From an optimization exercise on the open Yosys and OpenROAD flow, aimed at small area and a short achievable clock period; shortcuts taken in it are not production practice. Function was checked by simulation only, so behaviour that the tests miss may differ from the original.

## 02-18
==> flow/design.v <==
module Top_module(
    First_Num,
    Second_Num,
    Target_Num,
    Clock,
    Reset,
    Result
    );
	input [31:0] First_Num;
	input [31:0] Second_Num;
	input [31:0] Target_Num;
	input Clock, Reset;
	output reg [1:0] Result;
	wire [31:0] m1 = ~(First_Num ^ Target_Num);  
	wire [31:0] x2 = Second_Num ^ Target_Num;     
	wire hit1 = &m1;
	wire hit2 = ~|x2;
	reg st_0_0;
	reg st_0_1;
	reg st_0_2;
	reg st_0_3;
	reg st_1_0;
	reg st_1_1;
	reg st_1_2;
	reg st_1_3;
	reg st_1_4;
	reg st_1_5;
	reg st_1_6;
	reg st_2_0;
	reg st_2_1;
	reg st_2_2;
	reg st_2_3;
	reg st_2_4;
	reg st_2_5;
	reg st_2_6;
	reg st_2_7;
	reg st_2_8;
	reg st_3_0;
	reg st_3_1;
	reg st_3_2;
	reg st_3_3;
	reg st_4_0;
	reg st_5_0;
	reg st_5_1;
	reg st_6_0;
	reg st_7_0;
	reg st_8_0;
	reg st_9_0;
	wire q1, q2;
	csa_fa u_q1 (.a(st_0_0), .b(st_0_1), .c(st_0_2), .s(q1), .co(q2));
	wire q3, q4;
	csa_fa u_q3 (.a(st_1_0), .b(st_1_1), .c(st_1_2), .s(q3), .co(q4));
	wire q5, q6;
	csa_fa u_q5 (.a(st_1_3), .b(st_1_4), .c(st_1_5), .s(q5), .co(q6));
	wire q7, q8;
	csa_fa u_q7 (.a(st_1_6), .b(q2), .c(q3), .s(q7), .co(q8));
	wire q9, q10;
	csa_fa u_q9 (.a(st_2_0), .b(st_2_1), .c(st_2_2), .s(q9), .co(q10));
	wire q11, q12;
	csa_fa u_q11 (.a(st_2_3), .b(st_2_4), .c(st_2_5), .s(q11), .co(q12));
	wire q13, q14;
	csa_fa u_q13 (.a(st_2_6), .b(st_2_7), .c(st_2_8), .s(q13), .co(q14));
	wire q15, q16;
	csa_fa u_q15 (.a(q4), .b(q6), .c(q11), .s(q15), .co(q16));
	wire q17, q18;
	csa_fa u_q17 (.a(q13), .b(q9), .c(q8), .s(q17), .co(q18));
	wire q19, q20;
	csa_fa u_q19 (.a(st_3_0), .b(st_3_1), .c(st_3_2), .s(q19), .co(q20));
	wire q21, q22;
	csa_fa u_q21 (.a(st_3_3), .b(q10), .c(q12), .s(q21), .co(q22));
	wire q23, q24;
	csa_fa u_q23 (.a(q14), .b(q19), .c(q16), .s(q23), .co(q24));
	wire q25 = q21 ^ q18;
	wire q26 = q21 & q18;
	wire q27, q28;
	csa_fa u_q27 (.a(st_4_0), .b(q20), .c(q22), .s(q27), .co(q28));
	wire q29 = q24 ^ q27;
	wire q30 = q24 & q27;
	wire q31, q32;
	csa_fa u_q31 (.a(st_5_0), .b(st_5_1), .c(q28), .s(q31), .co(q32));
	wire n1, n2;
	csa_fa u_n1 (.a(st_0_3), .b(q1), .c(m1[0]), .s(n1), .co(n2));
	wire n3, n4;
	csa_fa u_n3 (.a(m1[10]), .b(m1[11]), .c(m1[12]), .s(n3), .co(n4));
	wire n5, n6;
	csa_fa u_n5 (.a(m1[13]), .b(m1[14]), .c(m1[15]), .s(n5), .co(n6));
	wire n7, n8;
	csa_fa u_n7 (.a(m1[16]), .b(m1[17]), .c(m1[18]), .s(n7), .co(n8));
	wire n9, n10;
	csa_fa u_n9 (.a(m1[19]), .b(m1[1]), .c(m1[20]), .s(n9), .co(n10));
	wire n11, n12;
	csa_fa u_n11 (.a(m1[21]), .b(m1[22]), .c(m1[23]), .s(n11), .co(n12));
	wire n13, n14;
	csa_fa u_n13 (.a(m1[24]), .b(m1[25]), .c(m1[26]), .s(n13), .co(n14));
	wire n15, n16;
	csa_fa u_n15 (.a(m1[27]), .b(m1[28]), .c(m1[29]), .s(n15), .co(n16));
	wire n17, n18;
	csa_fa u_n17 (.a(m1[2]), .b(m1[30]), .c(m1[31]), .s(n17), .co(n18));
	wire n19, n20;
	csa_fa u_n19 (.a(m1[3]), .b(m1[4]), .c(m1[5]), .s(n19), .co(n20));
	wire n21, n22;
	csa_fa u_n21 (.a(m1[6]), .b(m1[7]), .c(m1[8]), .s(n21), .co(n22));
	wire n23, n24;
	csa_fa u_n23 (.a(m1[9]), .b(x2[0]), .c(x2[10]), .s(n23), .co(n24));
	wire n25, n26;
	csa_fa u_n25 (.a(x2[11]), .b(x2[12]), .c(x2[13]), .s(n25), .co(n26));
	wire n27, n28;
	csa_fa u_n27 (.a(x2[14]), .b(x2[15]), .c(x2[16]), .s(n27), .co(n28));
	wire n29, n30;
	csa_fa u_n29 (.a(x2[17]), .b(x2[18]), .c(x2[19]), .s(n29), .co(n30));
	wire n31, n32;
	csa_fa u_n31 (.a(x2[1]), .b(x2[20]), .c(x2[21]), .s(n31), .co(n32));
	wire n33, n34;
	csa_fa u_n33 (.a(x2[22]), .b(x2[23]), .c(x2[24]), .s(n33), .co(n34));
	wire n35, n36;
	csa_fa u_n35 (.a(x2[25]), .b(x2[26]), .c(x2[27]), .s(n35), .co(n36));
	wire n37, n38;
	csa_fa u_n37 (.a(x2[28]), .b(x2[29]), .c(x2[2]), .s(n37), .co(n38));
	wire n39, n40;
	csa_fa u_n39 (.a(x2[30]), .b(x2[31]), .c(x2[3]), .s(n39), .co(n40));
	wire n41, n42;
	csa_fa u_n41 (.a(x2[4]), .b(x2[5]), .c(x2[6]), .s(n41), .co(n42));
	wire n43, n44;
	csa_fa u_n43 (.a(x2[7]), .b(x2[8]), .c(x2[9]), .s(n43), .co(n44));
	wire n45, n46;
	csa_fa u_n45 (.a(n1), .b(n11), .c(n13), .s(n45), .co(n46));
	wire n47, n48;
	csa_fa u_n47 (.a(n15), .b(n17), .c(n19), .s(n47), .co(n48));
	wire n49, n50;
	csa_fa u_n49 (.a(n21), .b(n23), .c(n25), .s(n49), .co(n50));
	wire n51, n52;
	csa_fa u_n51 (.a(n27), .b(n29), .c(n3), .s(n51), .co(n52));
	wire n53, n54;
	csa_fa u_n53 (.a(n31), .b(n33), .c(n35), .s(n53), .co(n54));
	wire n55, n56;
	csa_fa u_n55 (.a(n37), .b(n39), .c(n41), .s(n55), .co(n56));
	wire n57, n58;
	csa_fa u_n57 (.a(n43), .b(n5), .c(n7), .s(n57), .co(n58));
	wire n59, n60;
	csa_fa u_n59 (.a(n9), .b(n45), .c(n47), .s(n59), .co(n60));
	wire n61, n62;
	csa_fa u_n61 (.a(n49), .b(n51), .c(n53), .s(n61), .co(n62));
	wire n63, n64;
	csa_fa u_n63 (.a(q5), .b(q7), .c(n10), .s(n63), .co(n64));
	wire n65, n66;
	csa_fa u_n65 (.a(n12), .b(n14), .c(n16), .s(n65), .co(n66));
	wire n67, n68;
	csa_fa u_n67 (.a(n18), .b(n2), .c(n20), .s(n67), .co(n68));
	wire n69, n70;
	csa_fa u_n69 (.a(n22), .b(n24), .c(n26), .s(n69), .co(n70));
	wire n71, n72;
	csa_fa u_n71 (.a(n28), .b(n30), .c(n32), .s(n71), .co(n72));
	wire n73, n74;
	csa_fa u_n73 (.a(n34), .b(n36), .c(n38), .s(n73), .co(n74));
	wire n75, n76;
	csa_fa u_n75 (.a(n4), .b(n40), .c(n42), .s(n75), .co(n76));
	wire n77, n78;
	csa_fa u_n77 (.a(n44), .b(n6), .c(n8), .s(n77), .co(n78));
	wire n79, n80;
	csa_fa u_n79 (.a(n46), .b(n48), .c(n50), .s(n79), .co(n80));
	wire n81, n82;
	csa_fa u_n81 (.a(n52), .b(n54), .c(n56), .s(n81), .co(n82));
	wire n83, n84;
	csa_fa u_n83 (.a(n58), .b(n63), .c(n65), .s(n83), .co(n84));
	wire n85, n86;
	csa_fa u_n85 (.a(n67), .b(n69), .c(n71), .s(n85), .co(n86));
	wire n87, n88;
	csa_fa u_n87 (.a(n73), .b(n75), .c(n77), .s(n87), .co(n88));
	wire n89, n90;
	csa_fa u_n89 (.a(q15), .b(q17), .c(n64), .s(n89), .co(n90));
	wire n91, n92;
	csa_fa u_n91 (.a(n66), .b(n68), .c(n70), .s(n91), .co(n92));
	wire n93, n94;
	csa_fa u_n93 (.a(n72), .b(n74), .c(n76), .s(n93), .co(n94));
	wire n95 = q23 ^ q25;
	wire n96 = q23 & q25;
	wire n97, n98;
	csa_fa u_n97 (.a(q26), .b(q29), .c(n96), .s(n97), .co(n98));
	wire n99 = q30 ^ q31;
	wire n100 = q30 & q31;
	wire n101, n102;
	csa_fa u_n101 (.a(st_6_0), .b(q32), .c(n100), .s(n101), .co(n102));
	wire n103 = st_7_0 ^ n102;
	wire n104 = st_7_0 & n102;
	wire n105 = st_8_0 ^ n104;
	wire n106 = st_8_0 & n104;
	wire n107 = st_9_0 ^ n106;
	wire [9:0] tot = {st_9_0, st_8_0, st_7_0, st_6_0, q30, q26, q23, q15, q5, st_0_3} + {1'b0, 1'b0, 1'b0, q32, q31, q29, q25, q17, q7, q1};
	wire d_neg  = tot[9];
	wire d_zero = ~|tot;
	reg [3:0] cnt;
	always @(posedge Clock or posedge Reset) begin
		if (Reset) begin
			st_0_0 <= 1'b0;
			st_0_1 <= 1'b0;
			st_0_2 <= 1'b0;
			st_0_3 <= 1'b0;
			st_1_0 <= 1'b0;
			st_1_1 <= 1'b0;
			st_1_2 <= 1'b0;
			st_1_3 <= 1'b0;
			st_1_4 <= 1'b0;
			st_1_5 <= 1'b0;
			st_1_6 <= 1'b0;
			st_2_0 <= 1'b0;
			st_2_1 <= 1'b0;
			st_2_2 <= 1'b0;
			st_2_3 <= 1'b0;
			st_2_4 <= 1'b0;
			st_2_5 <= 1'b0;
			st_2_6 <= 1'b0;
			st_2_7 <= 1'b0;
			st_2_8 <= 1'b0;
			st_3_0 <= 1'b0;
			st_3_1 <= 1'b0;
			st_3_2 <= 1'b0;
			st_3_3 <= 1'b0;
			st_4_0 <= 1'b0;
			st_5_0 <= 1'b1;
			st_5_1 <= 1'b0;
			st_6_0 <= 1'b1;
			st_7_0 <= 1'b1;
			st_8_0 <= 1'b0;
			st_9_0 <= 1'b1;
		end else begin
			st_0_0 <= n55;
			st_0_1 <= n57;
			st_0_2 <= n59;
			st_0_3 <= n61;
			st_1_0 <= n60;
			st_1_1 <= n62;
			st_1_2 <= n79;
			st_1_3 <= n81;
			st_1_4 <= n83;
			st_1_5 <= n85;
			st_1_6 <= n87;
			st_2_0 <= n78;
			st_2_1 <= n80;
			st_2_2 <= n82;
			st_2_3 <= n84;
			st_2_4 <= n86;
			st_2_5 <= n88;
			st_2_6 <= n89;
			st_2_7 <= n91;
			st_2_8 <= n93;
			st_3_0 <= n90;
			st_3_1 <= n92;
			st_3_2 <= n94;
			st_3_3 <= n95;
			st_4_0 <= n97;
			st_5_0 <= n98;
			st_5_1 <= n99;
			st_6_0 <= n101;
			st_7_0 <= n103;
			st_8_0 <= n105;
			st_9_0 <= n107;
		end
	end
	always @(posedge Clock or posedge Reset) begin
		if (Reset) begin
			Result <= 2'b00;
			cnt <= 4'd0;
		end else begin
			cnt <= cnt + 4'd1;
			if (Result == 2'b00) begin
				if (hit1 | hit2)
					Result <= {hit2, hit1};
				else if (cnt[3] & cnt[0])  
					Result <= {d_neg | d_zero, ~d_neg};
			end
		end
	end
endmodule
module csa_fa(a, b, c, s, co);
	input a, b, c;
	output s, co;
	assign s = a ^ b ^ c;
	assign co = (a & b) | (a & c) | (b & c);
endmodule
clock: 10.0 ns
lec_check: 0
cap_margin: 20
core_margin: 2
core_utilization: 40
slew_margin: 20
synth_hierarchical: 1
standard.sh (not shown) runs the stock make flow with config.mk's settings and CLKGATE_MAP_FILE= SYNTH_SCRIPT=/design/flow/synth_recipe.tcl, a recipe that flattens the netlist after the stock synthesis.
==> flow/flow/run.sh <==
#!/bin/bash
# Standard ORFS layout (the standard.sh), except that:
# - the port buffers are the platform's smallest plain buffer instead of the
#   delay buffer buffer_ports picks by default (every port still gets one);
# - clock tree synthesis uses small clock buffers and adds no dummy loads.
set -euo pipefail
bash standard.sh \
  "BUFFER_PORTS_ARGS=-buffer_cell sky130_fd_sc_hd__buf_1" \
  "CTS_ARGS=-sink_clustering_enable -repair_clock_nets -dont_use_dummy_load -root_buf sky130_fd_sc_hd__clkbuf_4 -buf_list {sky130_fd_sc_hd__clkbuf_2 sky130_fd_sc_hd__clkbuf_4}" \
  finish > standard_make.log 2>&1
What 11-01 does differently from 02-18 at the input level:
diff --git a/flow/design.v b/flow/design.v
--- a/flow/design.v
+++ b/flow/design.v
@@ -41,9 +41,9 @@
 	reg st_3_3;
 	reg st_4_0;
 	reg st_5_0;
-	reg st_5_1;
 	reg st_6_0;
 	reg st_7_0;
+	reg st_7_1;
 	reg st_8_0;
 	reg st_9_0;
 	wire q1, q2;
@@ -76,8 +76,8 @@
 	csa_fa u_q27 (.a(st_4_0), .b(q20), .c(q22), .s(q27), .co(q28));
 	wire q29 = q24 ^ q27;
 	wire q30 = q24 & q27;
-	wire q31, q32;
-	csa_fa u_q31 (.a(st_5_0), .b(st_5_1), .c(q28), .s(q31), .co(q32));
+	wire q31 = st_5_0 ^ q28;
+	wire q32 = st_5_0 & q28;
 	wire n1, n2;
 	csa_fa u_n1 (.a(st_0_3), .b(q1), .c(m1[0]), .s(n1), .co(n2));
 	wire n3, n4;
@@ -176,18 +176,20 @@
 	wire n96 = q23 & q25;
 	wire n97, n98;
 	csa_fa u_n97 (.a(q26), .b(q29), .c(n96), .s(n97), .co(n98));
-	wire n99 = q30 ^ q31;
-	wire n100 = q30 & q31;
+	wire n99, n100;
+	csa_fa u_n99 (.a(q30), .b(q31), .c(n98), .s(n99), .co(n100));
 	wire n101, n102;
 	csa_fa u_n101 (.a(st_6_0), .b(q32), .c(n100), .s(n101), .co(n102));
-	wire n103 = st_7_0 ^ n102;
-	wire n104 = st_7_0 & n102;
+	wire n103 = st_7_0 ^ st_7_1;
+	wire n104 = st_7_0 & st_7_1;
 	wire n105 = st_8_0 ^ n104;
 	wire n106 = st_8_0 & n104;
 	wire n107 = st_9_0 ^ n106;
-	wire [9:0] tot = {st_9_0, st_8_0, st_7_0, st_6_0, q30, q26, q23, q15, q5, st_0_3} + {1'b0, 1'b0, 1'b0, q32, q31, q29, q25, q17, q7, q1};
+	wire [9:0] ra = {st_9_0, st_8_0, st_7_0, st_6_0, q30, q26, q23, q15, q5, st_0_3};
+	wire [9:0] rb = {1'b0, 1'b0, st_7_1, q32, q31, q29, q25, q17, q7, q1};
+	wire [9:0] tot = ra + rb;
 	wire d_neg  = tot[9];
-	wire d_zero = ~|tot;
+	wire d_zero = &(~((ra ^ rb) ^ {ra[8:0] | rb[8:0], 1'b0}));
 	reg [3:0] cnt;
 	always @(posedge Clock or posedge Reset) begin
 		if (Reset) begin
@@ -217,9 +219,9 @@
 			st_3_3 <= 1'b0;
 			st_4_0 <= 1'b0;
 			st_5_0 <= 1'b1;
-			st_5_1 <= 1'b0;
 			st_6_0 <= 1'b1;
 			st_7_0 <= 1'b1;
+			st_7_1 <= 1'b0;
 			st_8_0 <= 1'b0;
 			st_9_0 <= 1'b1;
 		end else begin
@@ -248,10 +250,10 @@
 			st_3_2 <= n94;
 			st_3_3 <= n95;
 			st_4_0 <= n97;
-			st_5_0 <= n98;
-			st_5_1 <= n99;
+			st_5_0 <= n99;
 			st_6_0 <= n101;
-			st_7_0 <= n103;
+			st_7_0 <= n102;
+			st_7_1 <= n103;
 			st_8_0 <= n105;
 			st_9_0 <= n107;
 		end
Results
- Summary: with 02-18 as the reference, post-synth net total in 11-01 moved up by a few percent.
- Capture point of the worst path: st_0_3 -> 11-01, Result[1] -> 02-18
- Per the comparison of 11-01 with 02-18, met2 track demand over resource in global routing now sits higher, starting density of the core now sits higher.
- Delta (11-01 minus 02-18): sequential share of layout area lower, cell area after layout now larger, routability-driven placement congestion ratio now sits higher, number of placed instances, taps included picked up an extra about 2.4%.

## what the ideal ports hide
The results above use ideal ports. As a check the final layouts listed here were re-extracted and re-timed, cells and wires unchanged.
Step 1 sets driving cells, clkbuf_16 on the clock port and buf_2 on the other inputs (assumed; they add their load-dependent delay and slew).
Step 2 also shifts input and output timing later by t, the mid clock arrival at the registers, as if the neighbouring blocks saw the same clock.
Three values: ideal ports, drivers, drivers and shift; two values: the first two.
run	shift t [ns]	slack for setup (ns)	worst register clock-pin slew, ns	cell pins on the clock port's net
02-18	0.348	6.105 / 6.105 / 5.885	0.11 / 0.11	1
11-01	0.347	6.267 / 6.270 / 5.923	0.12 / 0.12	1
After both steps setup and hold are still met in every run listed. The setup slack of 11-01, which loses most, moves by +0.003 ns with the drivers and by -0.344 ns with both steps.
